This is an optimization exercise on Yosys and OpenROAD, whose aim is a short achievable clock period and few clock cycles, not a production implementation.
RTL that was checked went through simulation tests only; none was proved equivalent to the original.
Power is estimated from default activity; no workload was simulated.

==> inputs of job 1797 <==
==> flow/design.v <==
module ks_pg (input a, b, output gn, pn, x);
assign gn = ~(a & b);
assign pn = ~(a | b);
assign x  = a ^ b;
endmodule
module ks_nt (input gh, ph, gl, pl, output gn, pn);
assign gn = ~(gh | (ph & gl));
assign pn = ~(ph & pl);
endmodule
module ks_ni (input ghn, phn, gln, pln, output g, p);
assign g = ~(ghn & (phn | gln));
assign p = ~(phn | pln);
endmodule
module ks_inv (input a, output y);
assign y = ~a;
endmodule
module ks_xor (input a, b, output y);
assign y = a ^ b;
endmodule
module alu_add (
	input  [15:0] a, b,
	input         ci,
	output [15:0] s,
	output        co
);
wire [16:0] g0n, p0n;    
wire [15:0] x;
genvar i;
assign g0n[0] = ~ci;
assign p0n[0] = 1'b1;     
generate
	for (i = 0; i < 16; i = i + 1) begin : pg
		ks_pg u (.a(a[i]), .b(b[i]), .gn(g0n[i+1]), .pn(p0n[i+1]), .x(x[i]));
	end
endgenerate
wire [16:0] g1, p1;
generate
	for (i = 0; i < 17; i = i + 1) begin : l1
		if (i >= 1) begin : n
			ks_ni u (.ghn(g0n[i]), .phn(p0n[i]), .gln(g0n[i-1]), .pln(p0n[i-1]), .g(g1[i]), .p(p1[i]));
		end else begin : t
			ks_inv ug (.a(g0n[i]), .y(g1[i]));
			assign p1[i] = 1'b0;
		end
	end
endgenerate
wire [16:0] g2n, p2n;
generate
	for (i = 0; i < 17; i = i + 1) begin : l2
		if (i >= 2) begin : n
			ks_nt u (.gh(g1[i]), .ph(p1[i]), .gl(g1[i-2]), .pl(p1[i-2]), .gn(g2n[i]), .pn(p2n[i]));
		end else begin : t
			ks_inv ug (.a(g1[i]), .y(g2n[i]));
			ks_inv up (.a(p1[i]), .y(p2n[i]));
		end
	end
endgenerate
wire [16:0] g3, p3;
generate
	for (i = 0; i < 17; i = i + 1) begin : l3
		if (i >= 4) begin : n
			ks_ni u (.ghn(g2n[i]), .phn(p2n[i]), .gln(g2n[i-4]), .pln(p2n[i-4]), .g(g3[i]), .p(p3[i]));
		end else begin : t
			ks_inv ug (.a(g2n[i]), .y(g3[i]));
			ks_inv up (.a(p2n[i]), .y(p3[i]));
		end
	end
endgenerate
wire [16:0] g4n, p4n;
generate
	for (i = 0; i < 17; i = i + 1) begin : l4
		if (i >= 8) begin : n
			ks_nt u (.gh(g3[i]), .ph(p3[i]), .gl(g3[i-8]), .pl(p3[i-8]), .gn(g4n[i]), .pn(p4n[i]));
		end else begin : t
			ks_inv ug (.a(g3[i]), .y(g4n[i]));
			ks_inv up (.a(p3[i]), .y(p4n[i]));
		end
	end
endgenerate
wire [16:0] g5;
generate
	for (i = 0; i < 17; i = i + 1) begin : l5
		if (i >= 16) begin : n
			wire unused_p;
			ks_ni u (.ghn(g4n[i]), .phn(p4n[i]), .gln(g4n[i-16]), .pln(p4n[i-16]), .g(g5[i]), .p(unused_p));
		end else begin : t
			ks_inv ug (.a(g4n[i]), .y(g5[i]));
		end
	end
endgenerate
generate
	for (i = 0; i < 16; i = i + 1) begin : sum
		ks_xor u (.a(x[i]), .b(g5[i]), .y(s[i]));
	end
endgenerate
assign co = g5[16];
endmodule
module mario_cpu (
	input clock, reset,
	input up_button, down_button, left_button, right_button,
	input [15:0] mem_rdata,
	output [15:0] mem_addr,
	output [15:0] mem_wdata,
	output mem_we
);
reg [15:0] MA;            
reg        MAd;           
reg        WE;            
reg [15:0] WD;            
reg        vD;            
reg [15:0] pcD;           
reg [15:0] LFA;           
reg        vE;            
reg [15:0] pcE, pcE1;     
reg [7:0]  dispE;         
reg [15:0] A, B;          
reg [3:0]  Bs;            
reg [15:0] AD;            
reg        fA, fB, fS;    
reg [15:0] RES, RESB;     
reg        RESv;          
reg [3:0]  RESd;
reg [3:0]  dE;            
reg [15:0] csel;          
reg        predE;         
reg        predD;         
reg        LBv;           
reg [15:0] LBpc, LBtgt;
reg [4:0]  FL;            
reg        ci;            
reg        ld1, ld2;      
reg [3:0]  ld1d, ld2d;
reg        hzE;           
reg [255:0] rf;
reg isLD, isST, isJ, isBR, isWAIT, isB1, isB2, isALU;
reg o_add, o_sub, o_cin, o_cmp, o_cmpu, o_and, o_or, o_xor, o_lsh, o_rsh, o_bad;
reg f_zf;
assign mem_addr  = MA;
assign mem_we    = WE;
assign mem_wdata = WD;
wire cond = |(csel & {1'b0, 1'b1, FL[0] | FL[1], ~FL[0] & ~FL[1], FL[3] | FL[1], ~FL[3] & ~FL[1],
                      ~FL[2], FL[2], ~FL[0], FL[0], ~FL[3], FL[3], ~FL[4], FL[4], ~FL[1], FL[1]});
wire exe    = vE & ~hzE;
wire [15:0] BTE = pcE + {{8{dispE[7]}}, dispE};
wire br_tk  = isBR & cond;
wire br_fix = exe & (br_tk ^ predE);
wire j_tk   = exe & isJ & cond;
wire e_rep  = vE & (hzE | isWAIT);      
wire e_redir = br_fix | j_tk | e_rep;
wire memE   = exe & (isLD | isST);
wire early  = e_redir | memE;
wire [15:0] early_val = (j_tk | memE) ? ADe : e_rep ? pcE : br_tk ? BTE : pcE1;
wire [15:0] Ae  = fA ? RES : A;
wire [15:0] Be  = fB ? RESB : B;
wire [3:0]  Bse = fB ? RES[3:0] : Bs;
wire [15:0] ADe = fS ? RES : AD;
wire [15:0] S16;
wire [16:0] S;
alu_add add (.a(Ae), .b(Be), .ci(ci), .s(S16), .co(S[16]));
assign S[15:0] = S16;
wire [15:0] sp = Ae ^ Be;
wire [15:0] st = Ae | Be;
wire zero = &(sp ~^ {st[14:0], ci});
wire shbig = |Be[15:4];
wire ovf  = (Ae[15] == Be[15]) & (S16[15] != Ae[15]);
wire lt   = o_cmpu ? ~S[16] : (S16[15] ^ ovf);
wire [15:0] shl = shbig ? 16'd0 : Ae << Bse;
wire [15:0] shr = shbig ? 16'd0 : Ae >> Bse;
wire [15:0] res =
	({16{o_add | o_sub}} & S16) |
	({16{o_cmp | o_cmpu}} & Ae) |
	({16{o_and}} & (Ae & Be)) |
	({16{o_or}}  & (Ae | Be)) |
	({16{o_xor}} & (Ae ^ Be)) |
	({16{o_lsh}} & shl) |
	({16{o_rsh}} & shr) |
	({16{isB1}}  & {14'd0, ~up_button, ~down_button}) |
	({16{isB2}}  & {~left_button, {15{~right_button}}});
wire [4:0] fl_new = o_bad ? 5'b11111 :
	{o_sub & ~S[16],
	 (o_cmp | o_cmpu) & lt,
	 f_zf & ovf,
	 (f_zf | o_cmp | o_cmpu) & zero,
	 (o_cmp | o_cmpu) & ~lt & ~zero};
wire wr_e = exe & (isALU | isB1 | isB2);
wire [15:0] w = mem_rdata;
wire [3:0] op = w[15:12], ext = w[7:4], wd = w[11:8], ws = w[3:0];
wire n_isLD = (op == 4'h4) & (ext == 4'h0);
wire n_isST = (op == 4'h4) & (ext == 4'h4);
wire n_isJ  = (op == 4'h4) & (ext == 4'hC);
wire n_isBR = (op == 4'hC);
wire n_isWAIT = (op == 4'h0) & (ext == 4'h0);
wire n_isB1 = (op == 4'h0) & (ext == 4'h4);
wire n_isB2 = (op == 4'h0) & (ext == 4'h8);
wire n_isALU = ~(n_isLD | n_isST | n_isJ | n_isBR | n_isWAIT | n_isB1 | n_isB2);
wire r0 = (op == 4'h0);
wire [3:0] key = r0 ? ext : op;
wire kok = ~r0 ? ((op != 4'h4) & (op != 4'h8) & (op != 4'hC) & (op != 4'hD) & (op != 4'hE)) : 1'b1;
wire n_add  = kok & ((key == 4'h5) | (key == 4'h6) | (key == 4'h7));
wire n_sub  = kok & ((key == 4'h9) | (key == 4'hA));
wire n_cin  = kok & ((key == 4'h7) | (key == 4'hA));
wire n_cmp  = kok & (key == 4'hB);
wire n_cmpu = kok & (key == 4'hF);
wire n_and  = kok & (key == 4'h1);
wire n_or   = kok & (key == 4'h2);
wire n_xor  = kok & (key == 4'h3);
wire n_sh   = (op == 4'h8) & ~ext[3];
wire n_lsh  = n_sh & ~ext[0];
wire n_rsh  = n_sh & ext[0];
wire n_bad  = n_isALU & ~(n_add | n_sub | n_cmp | n_cmpu | n_and | n_or | n_xor | n_sh);
wire n_zf   = kok & ((key == 4'h5) | (key == 4'h7) | (key == 4'h9) | (key == 4'hA));
wire imm8   = op[1] | op[0];
wire imm4   = (op == 4'h8) & (ext[3:2] == 2'b00);
wire n_mem  = n_isLD | n_isST;
wire d_ok = vD & ~e_redir;                         
wire ldE  = exe & isLD;
wire use_d = ~(n_isBR | n_isJ | n_isWAIT | n_isLD);
wire use_s = ~(n_isBR | n_isWAIT | n_isB1 | n_isB2 | imm8 | imm4);
wire hz   = (ldE & ((use_d & (wd == dE)) | (use_s & (ws == dE)))) |
            (ld1 & ((use_d & (wd == ld1d)) | (use_s & (ws == ld1d))));
wire [15:0] rd_d = rf[16*wd +: 16];
wire [15:0] rd_s = rf[16*ws +: 16];
wire [15:0] va = (RESv & (RESd == wd)) ? RES : rd_d;
wire [15:0] vs = (RESv & (RESd == ws)) ? RES : rd_s;
wire fw_d = wr_e & (dE == wd);
wire fw_s = wr_e & (dE == ws);
wire [15:0] vb = imm8 ? {8'd0, w[7:0]} : imm4 ? {12'd0, ws} : vs;
wire inv_b = n_sub | n_cmp | n_cmpu;
wire c4 = (exe & isALU) ? fl_new[4] : FL[4];
wire ci_n = inv_b ? ~(n_cin & c4) : (n_cin & c4);
wire hit = LBv & (LFA == LBpc);
wire [15:0] seq = hit ? LBtgt : LFA + 16'd1;
wire [15:0] ma_n = early ? early_val : seq;
wire vd_n = ~MAd & ~e_redir;
always @(posedge clock, negedge reset) begin
	if (!reset) begin
		MA <= 16'd0; LFA <= 16'd0; MAd <= 1'b0; WE <= 1'b0; WD <= 16'd0; hzE <= 1'b0; vD <= 1'b0; pcD <= 16'd0;
		vE <= 1'b0; pcE <= 16'd0; pcE1 <= 16'd0; dispE <= 8'd0;
		A <= 16'd0; B <= 16'd0; fA <= 1'b0; fB <= 1'b0; fS <= 1'b0; RES <= 16'd0; RESB <= 16'd0; RESv <= 1'b0; RESd <= 4'd0; Bs <= 4'd0; AD <= 16'd0; dE <= 4'd0; csel <= 16'd0; predE <= 1'b0; predD <= 1'b0; LBv <= 1'b0; LBpc <= 16'd0; LBtgt <= 16'd0;
		FL <= 5'd0; ci <= 1'b0; ld1 <= 1'b0; ld1d <= 4'd0; ld2 <= 1'b0; ld2d <= 4'd0;
		isLD <= 1'b0; isST <= 1'b0; isJ <= 1'b0; isBR <= 1'b0; isWAIT <= 1'b0;
		isB1 <= 1'b0; isB2 <= 1'b0; isALU <= 1'b0;
		o_add <= 1'b0; o_sub <= 1'b0; o_cin <= 1'b0; o_cmp <= 1'b0; o_cmpu <= 1'b0;
		o_and <= 1'b0; o_or <= 1'b0; o_xor <= 1'b0; o_lsh <= 1'b0; o_rsh <= 1'b0; o_bad <= 1'b0;
		f_zf <= 1'b0;
	end else begin
		MA <= ma_n;
		if (!memE) LFA <= ma_n;
		MAd <= memE;
		WE <= memE & isST;
		WD <= Ae;
		vD <= vd_n;
		pcD <= MA;
		ld1 <= ldE;
		ld1d <= dE;
		ld2 <= ld1;
		ld2d <= ld1d;
		if (exe & isALU) FL <= fl_new;
		vE <= d_ok;
		hzE <= hz;
		pcE <= pcD;
		pcE1 <= pcD + 16'd1;
		dispE <= w[7:0];
		A <= va;
		B <= vb ^ {16{inv_b}};
		fA <= fw_d;
		fB <= fw_s & ~(imm8 | imm4);
		fS <= fw_s;
		RES <= res;
		RESB <= res ^ {16{inv_b}};
		RESv <= wr_e;
		RESd <= dE;
		Bs <= vb[3:0];
		if (n_mem | n_isJ) AD <= vs;
		ci <= ci_n;
		dE <= wd;
		csel <= 16'd1 << wd;
		predD <= hit;
		predE <= predD;
		if (exe & br_tk & dispE[7]) begin
			LBv <= 1'b1;
			LBpc <= pcE;
			LBtgt <= BTE;
		end
		isLD <= n_isLD; isST <= n_isST; isJ <= n_isJ; isBR <= n_isBR; isWAIT <= n_isWAIT;
		isB1 <= n_isB1; isB2 <= n_isB2; isALU <= n_isALU;
		o_add <= n_add; o_sub <= n_sub; o_cin <= n_cin; o_cmp <= n_cmp; o_cmpu <= n_cmpu;
		o_and <= n_and; o_or <= n_or; o_xor <= n_xor; o_lsh <= n_lsh; o_rsh <= n_rsh; o_bad <= n_bad;
		f_zf <= n_zf;
	end
end
genvar g;
generate
	for (g = 0; g < 16; g = g + 1) begin : regs
		always @(posedge clock, negedge reset) begin
			if (!reset) rf[16*g +: 16] <= 16'd0;
			else if (RESv & (RESd == g)) rf[16*g +: 16] <= RES;
			else if (ld2 & (ld2d == g)) rf[16*g +: 16] <= mem_rdata;
		end
	end
endgenerate
endmodule
==> flow/flow/run.sh <==
#!/bin/bash
# The standard layout (bash standard.sh), with extra make settings from
# flow/args.txt: a setup margin that makes repair_timing work below the
# clock period, and the like. Each tool's output goes to its log under orfs/logs;
# make's own output goes to standard_flow.log.
set -euo pipefail
mapfile -t ARGS < <(grep -v '^#' flow/args.txt | grep -v '^$')
bash standard.sh "${ARGS[@]}" finish > standard_flow.log 2>&1
==> flow/flow/args.txt <==
SETUP_SLACK_MARGIN=6.5
ADDER_MAP_FILE=
==> flow/standard.sh <==
#!/bin/bash
# synth_recipe.tcl (not shown) runs the flow's synth.tcl, then flattens the netlist and writes it again
# the make line also repeats each setting of config.mk as NAME=value (left out here)
make -C /OpenROAD-flow-scripts/flow DESIGN_CONFIG=/design/flow/config.mk WORK_HOME=/design/flow/orfs CLKGATE_MAP_FILE= SYNTH_SCRIPT=/design/flow/synth_recipe.tcl "${@:-finish}"
==> flow/config.mk <==
export PLATFORM = sky130hd
export DESIGN_NAME = mario_cpu
export DESIGN_NICKNAME = mario_cpu
export VERILOG_FILES = /design/flow/design.v
export SDC_FILE = /design/flow/constraint.sdc
export NUM_CORES = 4
export LEC_CHECK = 0
export CAP_MARGIN = 20
export CORE_MARGIN = 2
export CORE_UTILIZATION = 40
export SLEW_MARGIN = 20
export SYNTH_HIERARCHICAL = 1
export SYNTH_MINIMUM_KEEP_SIZE = 0
export TNS_END_PERCENT = 100
==> flow/constraint.sdc <==
create_clock -name core_clock -period 9.0 [get_ports {clock}]
set_input_delay 1.8000 -clock core_clock [delete_from_list [all_inputs] [get_ports {clock}]]
set_output_delay 1.8000 -clock core_clock [all_outputs]
set_load 0.01 [all_outputs]
==> inputs of job 4038, as changes to job 1797 <==
--- a/flow/design.v
+++ b/flow/design.v
@@ -21,4 +21,4 @@
 	input  [15:0] a, b,
-	input         ci,
-	output [15:0] s,
+	input         ci, inv,
+	output [15:0] s, sn,
 	output        co
@@ -90,2 +90,3 @@
 endgenerate
+wire [15:0] xn;
 generate
@@ -93,2 +94,4 @@
 		ks_xor u (.a(x[i]), .b(g5[i]), .y(s[i]));
+		ks_xor ui (.a(x[i]), .b(inv), .y(xn[i]));
+		ks_xor un (.a(xn[i]), .b(g5[i]), .y(sn[i]));
 	end
@@ -97,2 +100,37 @@
 endmodule
+module opmux (
+	input  [15:0] r, q,
+	input         s_lo, s_hi_n,
+	output [15:0] y
+);
+assign y = {s_hi_n ? q[15:8] : r[15:8], s_lo ? r[7:0] : q[7:0]};
+endmodule
+module dec_inv (
+	input  [3:0] op, ext,
+	output       inv
+);
+wire [3:0] k = (op == 4'h0) ? ext : op;
+assign inv = (k == 4'h9) | (k == 4'hA) | (k == 4'hB) | (k == 4'hF);
+endmodule
+module rf_read (
+	input  [255:0] rf,
+	input  [3:0]   sel,
+	output [15:0]  q
+);
+assign q = rf[16*sel +: 16];
+endmodule
+module mux16 (
+	input  [15:0] a, b,
+	input         s,
+	output [15:0] y
+);
+assign y = s ? a : b;
+endmodule
+module xmux16 (
+	input  [15:0] a, b,
+	input         s, inv,
+	output [15:0] y
+);
+assign y = s ? (a ^ {16{inv}}) : b;
+endmodule
 module mario_cpu (
@@ -119,2 +157,3 @@
 reg        fA, fB, fS;    
+reg        fAn, fBn;      
 reg [15:0] RES, RESB;     
@@ -137,2 +176,3 @@
 reg f_zf;
+reg o_as;                 
 assign mem_addr  = MA;
@@ -152,9 +192,12 @@
 wire [15:0] early_val = (j_tk | memE) ? ADe : e_rep ? pcE : br_tk ? BTE : pcE1;
-wire [15:0] Ae  = fA ? RES : A;
-wire [15:0] Be  = fB ? RESB : B;
+wire [15:0] Ae, Be, Aa, Ba;
+opmux op_a  (.r(RES),  .q(A), .s_lo(fA), .s_hi_n(fAn), .y(Ae));
+opmux op_b  (.r(RESB), .q(B), .s_lo(fB), .s_hi_n(fBn), .y(Be));
+opmux op_aa (.r(RES),  .q(A), .s_lo(fA), .s_hi_n(fAn), .y(Aa));
+opmux op_ba (.r(RESB), .q(B), .s_lo(fB), .s_hi_n(fBn), .y(Ba));
 wire [3:0]  Bse = fB ? RES[3:0] : Bs;
 wire [15:0] ADe = fS ? RES : AD;
-wire [15:0] S16;
+wire [15:0] S16, S16n;
 wire [16:0] S;
-alu_add add (.a(Ae), .b(Be), .ci(ci), .s(S16), .co(S[16]));
+alu_add add (.a(Aa), .b(Ba), .ci(ci), .inv(inv_b1), .s(S16), .sn(S16n), .co(S[16]));
 assign S[15:0] = S16;
@@ -168,4 +211,3 @@
 wire [15:0] shr = shbig ? 16'd0 : Ae >> Bse;
-wire [15:0] res =
-	({16{o_add | o_sub}} & S16) |
+wire [15:0] res_o =
 	({16{o_cmp | o_cmpu}} & Ae) |
@@ -178,2 +220,5 @@
 	({16{isB2}}  & {~left_button, {15{~right_button}}});
+wire [15:0] res, resb;
+mux16 res_m  (.a(S16),  .b(res_o), .s(o_as), .y(res));
+mux16 resb_m (.a(S16n), .b(res_o ^ {16{inv_b1}}), .s(o_as), .y(resb));
 wire [4:0] fl_new = o_bad ? 5'b11111 :
@@ -220,6 +265,10 @@
             (ld1 & ((use_d & (wd == ld1d)) | (use_s & (ws == ld1d))));
-wire [15:0] rd_d = rf[16*wd +: 16];
-wire [15:0] rd_s = rf[16*ws +: 16];
-wire [15:0] va = (RESv & (RESd == wd)) ? RES : rd_d;
-wire [15:0] vs = (RESv & (RESd == ws)) ? RES : rd_s;
+wire [15:0] rd_d, rd_s;
+rf_read read_d (.rf(rf), .sel(wd), .q(rd_d));
+rf_read read_s (.rf(rf), .sel(ws), .q(rd_s));
+wire rf_d = ~(RESv & (RESd == wd));
+wire rf_s = ~(RESv & (RESd == ws));
+wire [15:0] va, vs;
+mux16 sel_a (.a(rd_d), .b(RES), .s(rf_d), .y(va));
+mux16 sel_s (.a(rd_s), .b(RES), .s(rf_s), .y(vs));
 wire fw_d = wr_e & (dE == wd);
@@ -227,3 +276,10 @@
 wire [15:0] vb = imm8 ? {8'd0, w[7:0]} : imm4 ? {12'd0, ws} : vs;
-wire inv_b = n_sub | n_cmp | n_cmpu;
+wire inv_b, inv_b1, inv_b2;
+dec_inv dinv0 (.op(op), .ext(ext), .inv(inv_b));
+dec_inv dinv1 (.op(op), .ext(ext), .inv(inv_b1));
+dec_inv dinv2 (.op(op), .ext(ext), .inv(inv_b2));
+wire [15:0] b_other = (imm8 ? {8'd0, w[7:0]} : imm4 ? {12'd0, ws} : RES) ^ {16{inv_b}};
+wire b_rd = ~imm8 & ~imm4 & rf_s;
+wire [15:0] b_n;
+xmux16 sel_b (.a(rd_s), .b(b_other), .s(b_rd), .inv(inv_b2), .y(b_n));
 wire c4 = (exe & isALU) ? fl_new[4] : FL[4];
@@ -238,3 +294,3 @@
 		vE <= 1'b0; pcE <= 16'd0; pcE1 <= 16'd0; dispE <= 8'd0;
-		A <= 16'd0; B <= 16'd0; fA <= 1'b0; fB <= 1'b0; fS <= 1'b0; RES <= 16'd0; RESB <= 16'd0; RESv <= 1'b0; RESd <= 4'd0; Bs <= 4'd0; AD <= 16'd0; dE <= 4'd0; csel <= 16'd0; predE <= 1'b0; predD <= 1'b0; LBv <= 1'b0; LBpc <= 16'd0; LBtgt <= 16'd0;
+		A <= 16'd0; B <= 16'd0; fA <= 1'b0; fB <= 1'b0; fAn <= 1'b1; fBn <= 1'b1; fS <= 1'b0; RES <= 16'd0; RESB <= 16'd0; RESv <= 1'b0; RESd <= 4'd0; Bs <= 4'd0; AD <= 16'd0; dE <= 4'd0; csel <= 16'd0; predE <= 1'b0; predD <= 1'b0; LBv <= 1'b0; LBpc <= 16'd0; LBtgt <= 16'd0;
 		FL <= 5'd0; ci <= 1'b0; ld1 <= 1'b0; ld1d <= 4'd0; ld2 <= 1'b0; ld2d <= 4'd0;
@@ -244,3 +300,3 @@
 		o_and <= 1'b0; o_or <= 1'b0; o_xor <= 1'b0; o_lsh <= 1'b0; o_rsh <= 1'b0; o_bad <= 1'b0;
-		f_zf <= 1'b0;
+		f_zf <= 1'b0; o_as <= 1'b0;
 	end else begin
@@ -264,8 +320,10 @@
 		A <= va;
-		B <= vb ^ {16{inv_b}};
+		B <= b_n;
 		fA <= fw_d;
 		fB <= fw_s & ~(imm8 | imm4);
+		fAn <= ~fw_d;
+		fBn <= ~(fw_s & ~(imm8 | imm4));
 		fS <= fw_s;
 		RES <= res;
-		RESB <= res ^ {16{inv_b}};
+		RESB <= resb;
 		RESv <= wr_e;
@@ -273,3 +331,3 @@
 		Bs <= vb[3:0];
-		if (n_mem | n_isJ) AD <= vs;
+		AD <= vs;
 		ci <= ci_n;
@@ -289,2 +347,3 @@
 		f_zf <= n_zf;
+		o_as <= n_add | n_sub;
 	end
Settings changed: CORE_UTILIZATION 40 to 50.
==> reports/qor.yml <==
drt:
  dr.max_layer_used: "met5"
layout:
  n_antenna_cell: 0
  final_util: 0.653
  multi_input_area_um2: 21700
  layout-drive-gt1-share: 0.380
pwr:
  p_int_w: 0.00735
  p_sw_frac: 0.398
  p_seq_w: 0.00419
timing:
  slew_headroom: 0.298
  tightest_slew_ns: 1.04
global_routing:
  grt_pass1_wl_um: 194000
  grtUsageMet2: 0.579
status:
  status: "timing/DRC/antenna clean"
That was job 4038.
==> reports/qor.yml <==
status:
  status: "timing/DRC/antenna clean"
global_routing:
  grtUsageMet2: 0.463
  grt_pass1_wl_um: 183000
layout:
  multi_input_area_um2: 19700
  layout-drive-gt1-share: 0.354
  n_antenna_cell: 2
pwr:
  p_sw_frac: 0.396
  p_int_w: 0.00751
drt:
  dr.max_layer_used: "met4"
timing:
  tightest_slew_ns: 1.01
floorplanning:
  fp.dieW_um: 289
That was job 1797.
Testbench counts of job 4038, summed over its fixed seeds: cycles 55,691.
The RTL of job 1797 was laid out without a check of its function.

## port drivers added, routing unchanged
The flow's constraints put no driver on any port. The routed layouts listed below were extracted and timed again, unchanged, in two steps. Step 1: set_driving_cell puts a clkbuf_16 on clock and a buf_2 on each other input, an assumption about the parent block. Step 2 adds t to the input delays and takes it off the output delays; t is the mean of the earliest and latest rising clock arrival at the registers after step 1. Input paths then give back, and output paths get back, about the clock's delay inside the block. Three values: ideal, step 1, step 2; two values: the first two.
run | shift t [ns] | setup slack, ns | worst data-port slew with drivers (ns)
job 1797 | 0.726 | 5.775 / 5.511 / 4.785 | 0.72
job 4038 | 0.713 | 5.887 / 5.688 / 4.975 | 0.62
After both steps every run listed still meets setup and hold. For job 1797, which loses most, drivers alone change the setup slack by -0.264 ns; drivers and shift together by -0.990 ns.
